Background: an optimization exercise with open tools, aiming at small area. Do not read the settings as production practice. Only simulation tests tie the RTL to the original design; equivalence was not proved. No activity file was given, so power comes from the tool's default toggle rates.

File: design.v
module decoder(
    input logic [31:0] Instruction,
    output logic [4:0] RS1,
    output logic [4:0] RS2,
    output logic [4:0] RD,
    output logic [6:0] Opcode,
    output logic [2:0] Func3,
    output logic [6:0] Func7,
	 output logic rd_en
);
localparam logic [6:0] R_TYPE = 7'b0110011; 
localparam logic [6:0] I_TYPE = 7'b0010011; 
localparam logic [6:0] S_TYPE = 7'b0100011;
localparam logic [6:0] B_TYPE = 7'b1100011; 
localparam logic [6:0] J_TYPE = 7'b1101111; 
localparam logic [6:0] U_TYPE = 7'b0010111; 
localparam logic [6:0] JALR   = 7'b1100111;
localparam logic [6:0] LW     = 7'b0000011;
assign Opcode = Instruction[6:0];
assign RD = Instruction[11:7];
assign Func3 = Instruction[14:12];
assign RS1 = Instruction[19:15];
assign RS2 = Instruction[24:20];
assign Func7 = Instruction[31:25];
always_comb begin
	case(Opcode)
		R_TYPE, I_TYPE, U_TYPE, J_TYPE: rd_en = (RD != 0) ? 1'b1:1'b0;
		default : rd_en = 1'b0;
	endcase
end
endmodule
module imm_gen (
    input  logic [31:0] Instruction_i,
    output logic [31:0] Imm_o
);
    localparam logic [6:0] I_TYPE = 7'b0010011;  
    localparam logic [6:0] S_TYPE = 7'b0100011;  
    localparam logic [6:0] B_TYPE = 7'b1100011;  
    localparam logic [6:0] J_TYPE = 7'b1101111;  
    localparam logic [6:0] U_TYPE = 7'b0010111;  
    localparam logic [6:0] JALR   = 7'b1100111;
    localparam logic [6:0] LW     = 7'b0000011;
    always_comb begin
        unique case (Instruction_i[6:0])
            I_TYPE: Imm_o = {{20{Instruction_i[31]}}, Instruction_i[31:20]};
            B_TYPE: Imm_o = {{20{Instruction_i[31]}}, Instruction_i[7], Instruction_i[30:25], Instruction_i[11:8], 1'b0};
            S_TYPE: Imm_o = {{21{Instruction_i[31]}}, Instruction_i[30:25], Instruction_i[11:7]};
            J_TYPE: Imm_o = {{12{Instruction_i[31]}}, Instruction_i[19:12], Instruction_i[20], Instruction_i[30:21], 1'b0};
            U_TYPE: Imm_o = {Instruction_i[31:12], 12'b0};
            JALR :  Imm_o = {{20{Instruction_i[31]}}, Instruction_i[31:20]};
            LW   :  Imm_o = {{20{Instruction_i[31]}}, Instruction_i[31:20]};
            default: Imm_o = 32'h0;
        endcase
    end
endmodule
module addr_calc(
    input logic [31:0] PC,
	input logic [6:0] Opcode,
	input logic [31:0] Imm,
    output logic [31:0] Branch_jump_addr,
	output logic branch,
	output logic jump
);
localparam logic [6:0] B_TYPE = 7'b1100011;
localparam logic [6:0] J_TYPE = 7'b1101111;
always_comb begin
	case(Opcode)
		B_TYPE:
		begin
			Branch_jump_addr = PC + Imm;
			branch 			  = 1'b1;
			jump 				  = 1'b0;
		end
		J_TYPE:
		begin
			Branch_jump_addr = PC + Imm;
			branch 			  = 1'b0;
			jump 				  = 1'b1;
		end
		default:
		begin
			Branch_jump_addr = PC;
			branch 			  = 1'b0;
			jump 				  = 1'b0;
		end
	endcase
end
endmodule
module tag_fifo #(parameter DEPTH=64, DATA_WIDTH=6)(
    input logic 								clk,
    input logic 								rst,
    input logic [DATA_WIDTH-1:0] 		cdb_tag_tf,
    input logic 								cdb_tag_tf_valid,
    input logic 								ren_tf,
    output logic [DATA_WIDTH-1:0] 		tagout_tf,
    output logic 								ff_tf,				 
    output logic 								ef_tf					 
);
logic [DATA_WIDTH-1:0] fifo[DEPTH];
logic [6:0] rp;
logic [6:0] wp;
always_ff @(posedge clk or posedge rst) begin
    if (rst) begin
        rp <= 7'b0000000;
        wp <= 7'b1000000;
        for (int i = 0; i < DEPTH; i++) begin
            fifo[i] <= i[DATA_WIDTH-1:0];
        end
    end
    else begin
        if (!ff_tf & cdb_tag_tf_valid) begin
            fifo[wp[5:0]] <= cdb_tag_tf;
            wp <= wp + 1'b1;
        end
        if (ren_tf) begin
            rp <= rp + 1'b1;
				fifo[rp[5:0]] <= 'b0;
        end
    end
end
assign ef_tf = (wp == rp);
assign ff_tf = ((wp[5:0] == rp[5:0]) & (wp[6] != rp[6]));
assign tagout_tf = rst ? 'b0 : fifo[rp[5:0]];
endmodule
module rst(
    input  logic                clk,
    input  logic                rst,
	 input logic [6:0]			  wdata0_rst,
    input logic [4:0]			  waddr0_rst,
	 input logic 				     wen0_rst,
	 input logic [4:0]			  rsaddr_rst,
	 output logic [5:0]			  rstag_rst,
	 output logic 					  rsvalid_rst,
	 input logic [4:0]			  rtaddr_rst,
	 output logic [5:0]			  rttag_rst,
	 output logic 					  rtvalid_rst,
	 input logic					  cdb_valid,
	 input logic [5:0] 			  cdb_tag_rst,
	 output logic [4:0] 		  	  rd_regfile_rst,
	 output logic 					  write_en_regfile
);
reg [6:0] registers [0:31];
reg [4:0] cdb_clear_addr;
reg       cdb_clear_en;
always_ff @(posedge clk or posedge rst) begin
	if(rst) begin
		for (int i = 0; i < 32; i++)
			registers[i] <= 7'h0;
	end
	else begin
		if(cdb_clear_en)
			registers[cdb_clear_addr] <= 7'h0;
		if(wen0_rst) 
			registers[waddr0_rst] <= wdata0_rst;
	end
end
always_comb begin
  rd_regfile_rst = 5'd0;
  cdb_clear_addr  = 5'd0;
  cdb_clear_en = 1'b0;
  write_en_regfile = 1'b0;	
  if (cdb_valid) begin
		for (int i = 0; i < 32; i++) begin
			 if (registers[i] == {1'b1, cdb_tag_rst}) begin
				  rd_regfile_rst = i[4:0];
				  write_en_regfile = 1'b1;
				  if (!((waddr0_rst == i[4:0]) && wen0_rst)) begin
						cdb_clear_addr = i[4:0];
						cdb_clear_en = 1'b1;
				  end
			 end
		end
  end
end
assign rstag_rst = registers[rsaddr_rst][5:0];
assign rsvalid_rst = registers[rsaddr_rst][6];
assign rttag_rst = registers[rtaddr_rst][5:0];
assign rtvalid_rst = registers[rtaddr_rst][6];
endmodule
module register_file #(
    parameter int ADDR  = 5,
    parameter int WIDTH = 32
)(
    input  logic                clk,
    input  logic                rst,
    input  logic                reg_write,
    input  logic [ADDR-1:0]     Read_reg1,
    input  logic [ADDR-1:0]     Read_reg2,
    input  logic [ADDR-1:0]     Write_reg,
    input  logic [WIDTH-1:0]    Write_Data,
    output logic [WIDTH-1:0]    Read_data1,
    output logic [WIDTH-1:0]    Read_data2
);
    logic [WIDTH-1:0] registers_out [0:(2**ADDR)-1];
    always_ff @(posedge clk or posedge rst) begin
        if (rst) begin
            integer i;
            for (i = 0; i < (2**ADDR); i++) begin
                registers_out[i] <= '0;
            end
            registers_out[2] <= 32'h7fffeffc;  
        end
        else if (reg_write && (Write_reg != 5'h0)) begin
            registers_out[Write_reg] <= Write_Data;
        end
    end
    assign Read_data1 = registers_out[Read_reg1];
    assign Read_data2 = registers_out[Read_reg2];
endmodule
module pkg_dispatch(
    input logic [4:0]               	rs1_decoded, rs2_decoded,
	input logic [31:0]					rs1_data, rs2_data,
	input logic 						rs1_sel_cdb_or_regfile, rs2_sel_cdb_or_regfile,
	input logic [6:0]					Opcode,
	input logic [2:0]					Func3,
	input logic [6:0]					Func7,
	input logic [31:0]					Imm,
	input logic [6:0]					rs1_valid_plus_tag, rs2_valid_plus_tag,
	input logic [5:0]					rd_tag,
	output logic [100:0] 				dispatcher_2_int_queue,
	output logic [119:0] 				dispatcher_2_lw_sw_queue,
	output logic [83:0]					dispatcher_2_mult_or_div,
	output logic						en_div_dispatch,
	output logic 						en_mult_dispatch,
	output logic 						en_store_load_dispatch,
	output logic 					    en_int_dispatch
);
localparam logic [6:0] R_TYPE = 7'b0110011;
localparam logic [6:0] I_TYPE = 7'b0010011;
localparam logic [6:0] S_TYPE = 7'b0100011;
localparam logic [6:0] B_TYPE = 7'b1100011;
localparam logic [6:0] J_TYPE = 7'b1101111;
localparam logic [6:0] U_TYPE = 7'b0010111;
localparam logic [6:0] JALR   = 7'b1100111;
localparam logic [6:0] LW     = 7'b0000011;
localparam logic [6:0] LUI    = 7'b0110111;
logic [31:0] q_rs1_data, q_rs2_data;
logic        q_rs1_data_valid, q_rs2_data_valid;
logic [5:0]  q_rs1_tag, q_rs2_tag, q_rd_tag;
logic [83:0] rsv_data_all;
always_comb begin
	q_rs1_data = rs1_data;
    q_rs2_data = rs2_data;
    q_rs1_tag = rs1_valid_plus_tag[5:0];
    q_rs2_tag = rs2_valid_plus_tag[5:0];
    q_rd_tag = rd_tag;
	if(rs1_decoded == 'b0)
		q_rs1_data_valid = 1'b1;
	else if (rs1_sel_cdb_or_regfile)
		q_rs1_data_valid = 1'b1;
	else
		q_rs1_data_valid = ~rs1_valid_plus_tag[6];
	if(rs2_decoded == 'b0)
		q_rs2_data_valid = 1'b1;
	else if (rs2_sel_cdb_or_regfile)
		q_rs2_data_valid = 1'b1;
	else
		q_rs2_data_valid = ~rs2_valid_plus_tag[6];
	case(Opcode)
		R_TYPE: begin
			if(Func3 == 'h4 && Func7 == 'h1)begin 
				en_div_dispatch 		= 1'b1;
				en_mult_dispatch 		= 1'b0;	 
				en_store_load_dispatch	= 1'b0;
				en_int_dispatch			= 1'b0;	
			end
			else if(Func3 == 'h0 && Func7 == 'h1)begin 
				en_div_dispatch 		= 1'b0;
				en_mult_dispatch 		= 1'b1;	 
				en_store_load_dispatch	= 1'b0;
				en_int_dispatch			= 1'b0;	
			end
			else begin 
				en_div_dispatch 		= 1'b0;
				en_mult_dispatch 		= 1'b0;	 
				en_store_load_dispatch	= 1'b0;
				en_int_dispatch			= 1'b1;	
			end			
		end
		I_TYPE, LUI: begin
			en_div_dispatch 		= 1'b0;
			en_mult_dispatch 		= 1'b0;	 
			en_store_load_dispatch	= 1'b0;
			en_int_dispatch			= 1'b1;	
			q_rs2_data_valid = 1'b1;
			q_rs2_data = Imm;
		end
		LW: begin
			en_div_dispatch 		= 1'b0;
			en_mult_dispatch 		= 1'b0;	 
			en_store_load_dispatch	= 1'b1;
			en_int_dispatch			= 1'b0;	
			q_rs2_data_valid = 1'b1;
		end
		S_TYPE: begin
			en_div_dispatch 		= 1'b0;
			en_mult_dispatch 		= 1'b0;	 
			en_store_load_dispatch	= 1'b1;
			en_int_dispatch			= 1'b0;	
		end
		J_TYPE: begin
			en_div_dispatch 		= 1'b0;
			en_mult_dispatch 		= 1'b0;	 
			en_store_load_dispatch	= 1'b0;
			en_int_dispatch			= 1'b0;	
		end
		JALR, B_TYPE, U_TYPE: begin    
			en_div_dispatch 		= 1'b0;
			en_mult_dispatch 		= 1'b0;	 
			en_store_load_dispatch	= 1'b0;
			en_int_dispatch			= 1'b1;	
		end
		default: begin   
			en_div_dispatch 		= 1'b0;
			en_mult_dispatch 		= 1'b0;	 
			en_store_load_dispatch	= 1'b0;
			en_int_dispatch			= 1'b0;	
		end
	endcase
end
assign rsv_data_all = {q_rs1_data, q_rs2_data, q_rs1_data_valid, q_rs2_data_valid,
                       q_rs1_tag, q_rs2_tag, q_rd_tag};
assign dispatcher_2_int_queue = {rsv_data_all, Opcode, Func3, Func7};
assign dispatcher_2_lw_sw_queue = {rsv_data_all, Imm, ((Opcode == LW) ? 1'b0 : 1'b1), Func3};
assign dispatcher_2_mult_or_div = rsv_data_all;
endmodule
module dispatcher(
    input logic                		clk,
	 input logic 					rst,
	 input logic [31:0]			 	ifetch_pc_plus_four,
	 input logic [31:0]			 	ifetch_instruction,
	 input logic 					ifetch_empty_flag,
	 input logic [6:0]			    cdb_tag,
	 input logic 					cdb_valid,
	 input logic [31:0] 			cdb_data,
	 input logic 					cdb_branch,
	 input logic					cdb_branch_taken,  
	 output logic [31:0]			dispatch_jmp_branch_addr,
	 output logic 					dispatch_jump_branch,
	 output logic					dispatch_ren,	 
	 output logic					en_div_dispatch,
	 output logic 					en_mult_dispatch,
	 output logic 					en_store_load_dispatch,
	 output logic 					en_int_dispatch,
	 output logic [100:0]			dispatcher_2_int_queue,
	 output logic [119:0]			dispatcher_2_lw_sw_queue,
	 output logic [83:0]			dispatcher_2_mult_or_div
);
logic [4:0]  instr_rs1_addr, instr_rs2_addr, instr_rd_addr;
logic [6:0]  instr_opcode;
logic [2:0]  instr_func3;
logic [6:0]  instr_func7;
logic 		 read_enable_w;		 
logic [31:0] Instruction_2_decode; 
logic [5:0]			rs1_tag_W;
logic 				rs1_valid_w;
logic [5:0]			rs2_tag_W;
logic 				rs2_valid_w;
logic [4:0]			rd_regfile_rst_w;
logic   			write_en_regfile_w;
logic [31:0] Imm_o_w;
logic [31:0] Branch_jump_addr_w;
logic branch_signal_W, jump_signal_w;
logic [5:0] Tagout_tf_W;
logic ff_tf_w, et_tf_w;
logic sel_data_rs1, sel_data_rs2;
logic [31:0] rs1_data_dispatcher, rs2_data_dispatcher;
logic [31:0] RS1_regfile, RS2_regfile;
assign Instruction_2_decode = ifetch_empty_flag ? 32'b0 : ifetch_instruction;
decoder instruction_decode(
.Instruction(Instruction_2_decode),
.RS1(instr_rs1_addr), .RS2(instr_rs2_addr), .RD(instr_rd_addr),
.Opcode(instr_opcode), .Func3(instr_func3), .Func7(instr_func7),
.rd_en(read_enable_w)
);
imm_gen imm_gen_module (.Instruction_i(Instruction_2_decode), .Imm_o(Imm_o_w));
addr_calc jump_branch_calc(
.PC(ifetch_pc_plus_four), .Opcode(instr_opcode), .Imm(Imm_o_w),
.Branch_jump_addr(Branch_jump_addr_w), .branch(branch_signal_W), .jump(jump_signal_w) 
);
tag_fifo #(.DEPTH(64), .DATA_WIDTH(6))tag_fifo_module(
.clk(clk), .rst(rst),
.cdb_tag_tf(cdb_tag[5:0]), .cdb_tag_tf_valid(cdb_valid),
.ren_tf(read_enable_w),
.tagout_tf(Tagout_tf_W),
.ff_tf(ff_tf_w), .ef_tf(et_tf_w)				
);
rst rst_module(
.clk(clk),
.rst(rst),
.wdata0_rst({1'b1,Tagout_tf_W}),  
.waddr0_rst(instr_rd_addr),		 
.wen0_rst(read_enable_w),
.rsaddr_rst(instr_rs1_addr),		 
.rstag_rst(rs1_tag_W),
.rsvalid_rst(rs1_valid_w),
.rtaddr_rst(instr_rs2_addr),		 
.rttag_rst(rs2_tag_W),
.rtvalid_rst(rs2_valid_w),
.cdb_valid(cdb_valid),
.cdb_tag_rst(cdb_tag[5:0]),
.rd_regfile_rst(rd_regfile_rst_w),
.write_en_regfile(write_en_regfile_w)
);
register_file #(.ADDR(5), .WIDTH(32))RegFile_module(
.clk(clk),
.rst(rst),
.reg_write(write_en_regfile_w),
.Read_reg1(instr_rs1_addr),
.Read_reg2(instr_rs2_addr),
.Write_reg(rd_regfile_rst_w),
.Write_Data(cdb_data),
.Read_data1(RS1_regfile),
.Read_data2(RS2_regfile)
);
assign sel_data_rs1 = cdb_valid && rs1_valid_w && (cdb_tag[5:0] == rs1_tag_W);
assign rs1_data_dispatcher = sel_data_rs1 ? cdb_data : RS1_regfile;
assign sel_data_rs2 = cdb_valid && rs2_valid_w && (cdb_tag[5:0] == rs2_tag_W);
assign rs2_data_dispatcher = sel_data_rs2 ? cdb_data : RS2_regfile;
pkg_dispatch pkg_dispatch_module(
	.rs1_decoded(instr_rs1_addr), .rs2_decoded(instr_rs2_addr),
	.rs1_data(rs1_data_dispatcher), .rs2_data(rs2_data_dispatcher),
	.rs1_sel_cdb_or_regfile(sel_data_rs1), .rs2_sel_cdb_or_regfile(sel_data_rs2),
	.Opcode(instr_opcode), .Func3(instr_func3), .Func7(instr_func7), .Imm(Imm_o_w),
	.rs1_valid_plus_tag({rs1_valid_w,rs1_tag_W}), .rs2_valid_plus_tag({rs2_valid_w,rs2_tag_W}),
	.rd_tag(Tagout_tf_W),
	.dispatcher_2_int_queue(dispatcher_2_int_queue),
	.dispatcher_2_lw_sw_queue(dispatcher_2_lw_sw_queue),
	.dispatcher_2_mult_or_div(dispatcher_2_mult_or_div),
	.en_div_dispatch(en_div_dispatch),
	.en_mult_dispatch(en_mult_dispatch),
	.en_store_load_dispatch(en_store_load_dispatch),
	.en_int_dispatch(en_int_dispatch)
);
assign dispatch_ren = branch_signal_W ? 1'b0 : 1'b1;
assign dispatch_jump_branch = jump_signal_w | cdb_branch_taken;
assign dispatch_jmp_branch_addr = Branch_jump_addr_w;
endmodule
File: run.sh
#!/bin/bash
# synth_recipe.tcl (not shown) runs the flow's synth.tcl, then flattens the netlist and writes it again
# the make line also repeats each setting of config.mk as NAME=value (left out here)
make -C /OpenROAD-flow-scripts/flow DESIGN_CONFIG=/design/flow/config.mk WORK_HOME=/design/flow/orfs CLKGATE_MAP_FILE= SYNTH_SCRIPT=/design/flow/synth_recipe.tcl finish
File: config.mk
export PLATFORM = sky130hd
export DESIGN_NAME = dispatcher
export DESIGN_NICKNAME = dispatcher
export VERILOG_FILES = /design/flow/design.v
export SDC_FILE = /design/flow/constraint.sdc
export NUM_CORES = 4
export LEC_CHECK = 0
export CAP_MARGIN = 20
export CORE_MARGIN = 2
export CORE_UTILIZATION = 40
export SLEW_MARGIN = 20
File: constraint.sdc
create_clock -name core_clock -period 10.0 [get_ports {clk}]
set_input_delay 2.0000 -clock core_clock [delete_from_list [all_inputs] [get_ports {clk}]]
set_output_delay 2.0000 -clock core_clock [all_outputs]
set_load 0.01 [all_outputs]
==> out/metrics.yaml <==
start_util: 0.403
use_met3: 0.134
holdBufCountCts: 0
cts-root-buf: "clkbuf_16"
hpwl_um: 310000
cts_buffer_depth: 3
cts.sinks: 1646
hold_slack_ns: 0.406
min_to: "RegFile_module.registers_out[0][19]"
reg2reg_to: "RegFile_module.registers_out[5][19]"
die-area_mm2: 0.228
syn_avg_cell_area_um2: 10.7
cts_resized: 0
r2r_cells: 11
fp.coreArea_mm2: 0.223
synth_cells: 8426
num_vias: 82100
dieWidth_um: 478
first_pass_iters: 10
grt_usage: 0.411
mostFrequentLayoutCell: "dfrtp_1"
powerDensity_mw_per_mm2: 172
rrSetupSlack_ns: 4.17
htreeDepth: 4
post-route-util: 0.468
gr-total-overflow: 0
critPathKind: "input pin to output port"
via_per_inst: 7.01
drv_slew: 0
max_freq_mhz: 102
syn-num-nets: 8575
leakage_nw: 47.3
gp_congestion: 1.05
status: "complete, no violations"
clkTransAtPathRegs_ns: 0.06
worstMarginPinSlew_ns: 1.26
critPathArrivalTime_ns: 7.84
critPathMaxFanout: 11
cts_setup_buffers: 0
netlist_area_mm2: 0.0898
wirelength_um: 484000
cp.required_ns: 8.00
tns_ns: 0
wl_per_cell_um: 41.4
antenna_found_initial: 30
ant_nets: 0
drt-initial-drc-count: 13200
syn2layout_area_growth_pct: 16.0
hold_viol_final: 0
power.total_mw: 17.9
drc: 0
grt_max_degree: 154
yosys_warnings: 10
ys_seq_area_frac: 0.462
grt_pass1_vias: 78900
period_needed_ns: 9.84
start_kind: "input pin"
relSlewSlack: 0.162
worst_slack_ns: 0.163
ys_types: 108
synth_ff_type: "dfrtp_1"
async_flop_share: 1.00
rsz0062_at_grt: "false"
rr_startpoint: "rst_module.registers[23][1]"
rows: 173
grt_most_used_layer: "met2"
post-place-ws_ns: 0.149
numCtsBuffers: 183
synth_edf_count: 0
io_pins: 452
ys_ff_latch: 1646
grt_pass1_wl_um: 660000
drv_cap: 0
portBuffers: 449
fin_skew_ns: 0.0669
cts_tree: "done"
setup_viol: 0
end_kind: "output port"
final_cell_mix: "1425 x dfrtp_1, 1008 x mux2_2, 895 x a22oi_1"
drive_gt1_frac: 0.248
die_height_um: 478
min_path_type: "flip-flop to flip-flop"
clk_latency_ns: 0.88
hold_start: "RegFile_module.registers_out[0][19]"
hold-path-cell-count: 0
peakVddDrop_v: 0.000167
min_period_over_period: 0.984
nets: 8708
gr-usage-met2: 0.599
gr-usage-met1: 0.519
-- logic make-up after synthesis --
group / share of synthesized area
simple gates: 0.114
compound gates: 0.161
flops: 0.462
mux: 0.183
buf+inv: 0.0498
xor+xnor: 0.0246
fa+ha+maj: 0.00565
-- final cells by class --
type	instances	area [µm²]
well taps	2975	3720
diodes	13	32.5
flip-flops and latches	1646	41500
clock buffers	283	5410
clock inverters	60	732
repair buffers	856	7870
multi-input cells	5821	44800
inverters	51	195
fillers	20600	118000
-- critical path, stage by stage --
cell	delay (ns)
clkdlybuf4s50_1	0.77
and2_1	0.47
buf_4	0.25
and3_1	0.21
a2111oi_0	0.89
nand4_1	0.19
o32a_1	0.44
xor2_1	0.17
or4_1	0.71
nor2_4	0.17
buf_12	0.17
buf_12	0.18
mux2i_1	0.40
a21oi_1	0.18
clkdlybuf4s50_1	0.54
-- metal layers --
layer | wire length, µm | part of all wire | vias to the layer above
li1 | - | - | 31700
met1 | 180000 | 0.37 | 41600
met2 | 203000 | 0.42 | 6735
met3 | 60800 | 0.13 | 1945
met4 | 39300 | 0.081 | 48
met5 | 607 | 0.0013 | -
-- worst max-delay path by stage --
stage	startpoint	end	slack, ns	cells past startpoint
6_report	ifetch_instruction[24]	dispatcher_2_lw_sw_queue[69]	0.16	15
5_1_grt	ifetch_instruction[23]	dispatcher_2_int_queue[50]	0.09	17
3_5_place_dp	ifetch_instruction[23]	dispatcher_2_lw_sw_queue[69]	0.15	17
3_3_place_gp	ifetch_instruction[23]	dispatcher_2_int_queue[50]	0.16	17
2_1_floorplan	rst	RegFile_module.registers_out[0][0]	-14.71	2
4_1_cts	ifetch_instruction[23]	dispatcher_2_lw_sw_queue[69]	0.14	17
-- power breakdown --
part           total [mW]  switching (mW)  internal [mW]  leakage [nW]
Clock                7.01            3.01           3.99          3.01
Combinational        2.87            1.94          0.933          22.4
Sequential           8.04           0.586           7.45          21.9
-- cell usage after synthesis, drive strengths merged, types with 17 or more instances --
cell type	n	area (µm²)
nor2	749	2820
dfstp	221	5810
dfrtp	1425	35700
nor4	81	579
nor4b	19	267
o21ai	113	569
a21oi	252	1310
a2111oi	35	307
xor2	120	1050
nand3	207	1040
nor3	101	547
o32a	27	270
buf	389	2330
nand2	432	1620
nand2b	22	145
a22oi	896	6730
a222oi	37	370
a221oi	194	1700
and3	77	482
xnor2	132	1160
nor2b	31	201
clkbuf	519	1950
a21o	17	129
mux2	1024	11500
nand4	230	1470
a22o	193	1690
inv	50	188
ha	39	488
mux2i	493	4930
or4	17	128
and2	39	244
-- stage by stage --
step           std cells  cell area (µm²)
2_1_floorplan       8426            89900
3_3_place_gp       11300            98100
3_5_place_dp       11300            98100
4_1_cts            11700           104000
5_1_grt            11700           104000
6_report           11700           104000
-- sequential cells by signal, summed over array words and instances (netlist names) --
register	flops
tag_fifo_module.rp	7
tag_fifo_module.fifo	384
tag_fifo_module.wp	7
RegFile_module.registers_out	1024
rst_module.registers	224

[re-timing with driven ports]
The results above use ideal ports. As a check the final layout listed here was re-extracted and re-timed, cells and wires unchanged.
Step 1 (the two cells are an assumption about what drives the block):
set clk [get_ports {clk}]
set_driving_cell -lib_cell sky130_fd_sc_hd__clkbuf_16 $clk
set_driving_cell -lib_cell sky130_fd_sc_hd__buf_2 [delete_from_list [all_inputs] $clk]
Step 2 also shifts input and output timing later by t, the mid clock arrival at the registers, as if the neighbouring blocks saw the same clock.
Three values: no drivers, after step 1, after step 2; two values: the first two.
t, ns: 0.938
slack for setup (ns): 0.163 / 0.139 / 0.139
worst register clock-pin slew, ns: 0.09 / 0.09
After both steps setup and hold are still met in this run. The setup slack of this run moves by -0.024 ns with the drivers and by -0.024 ns with both steps.
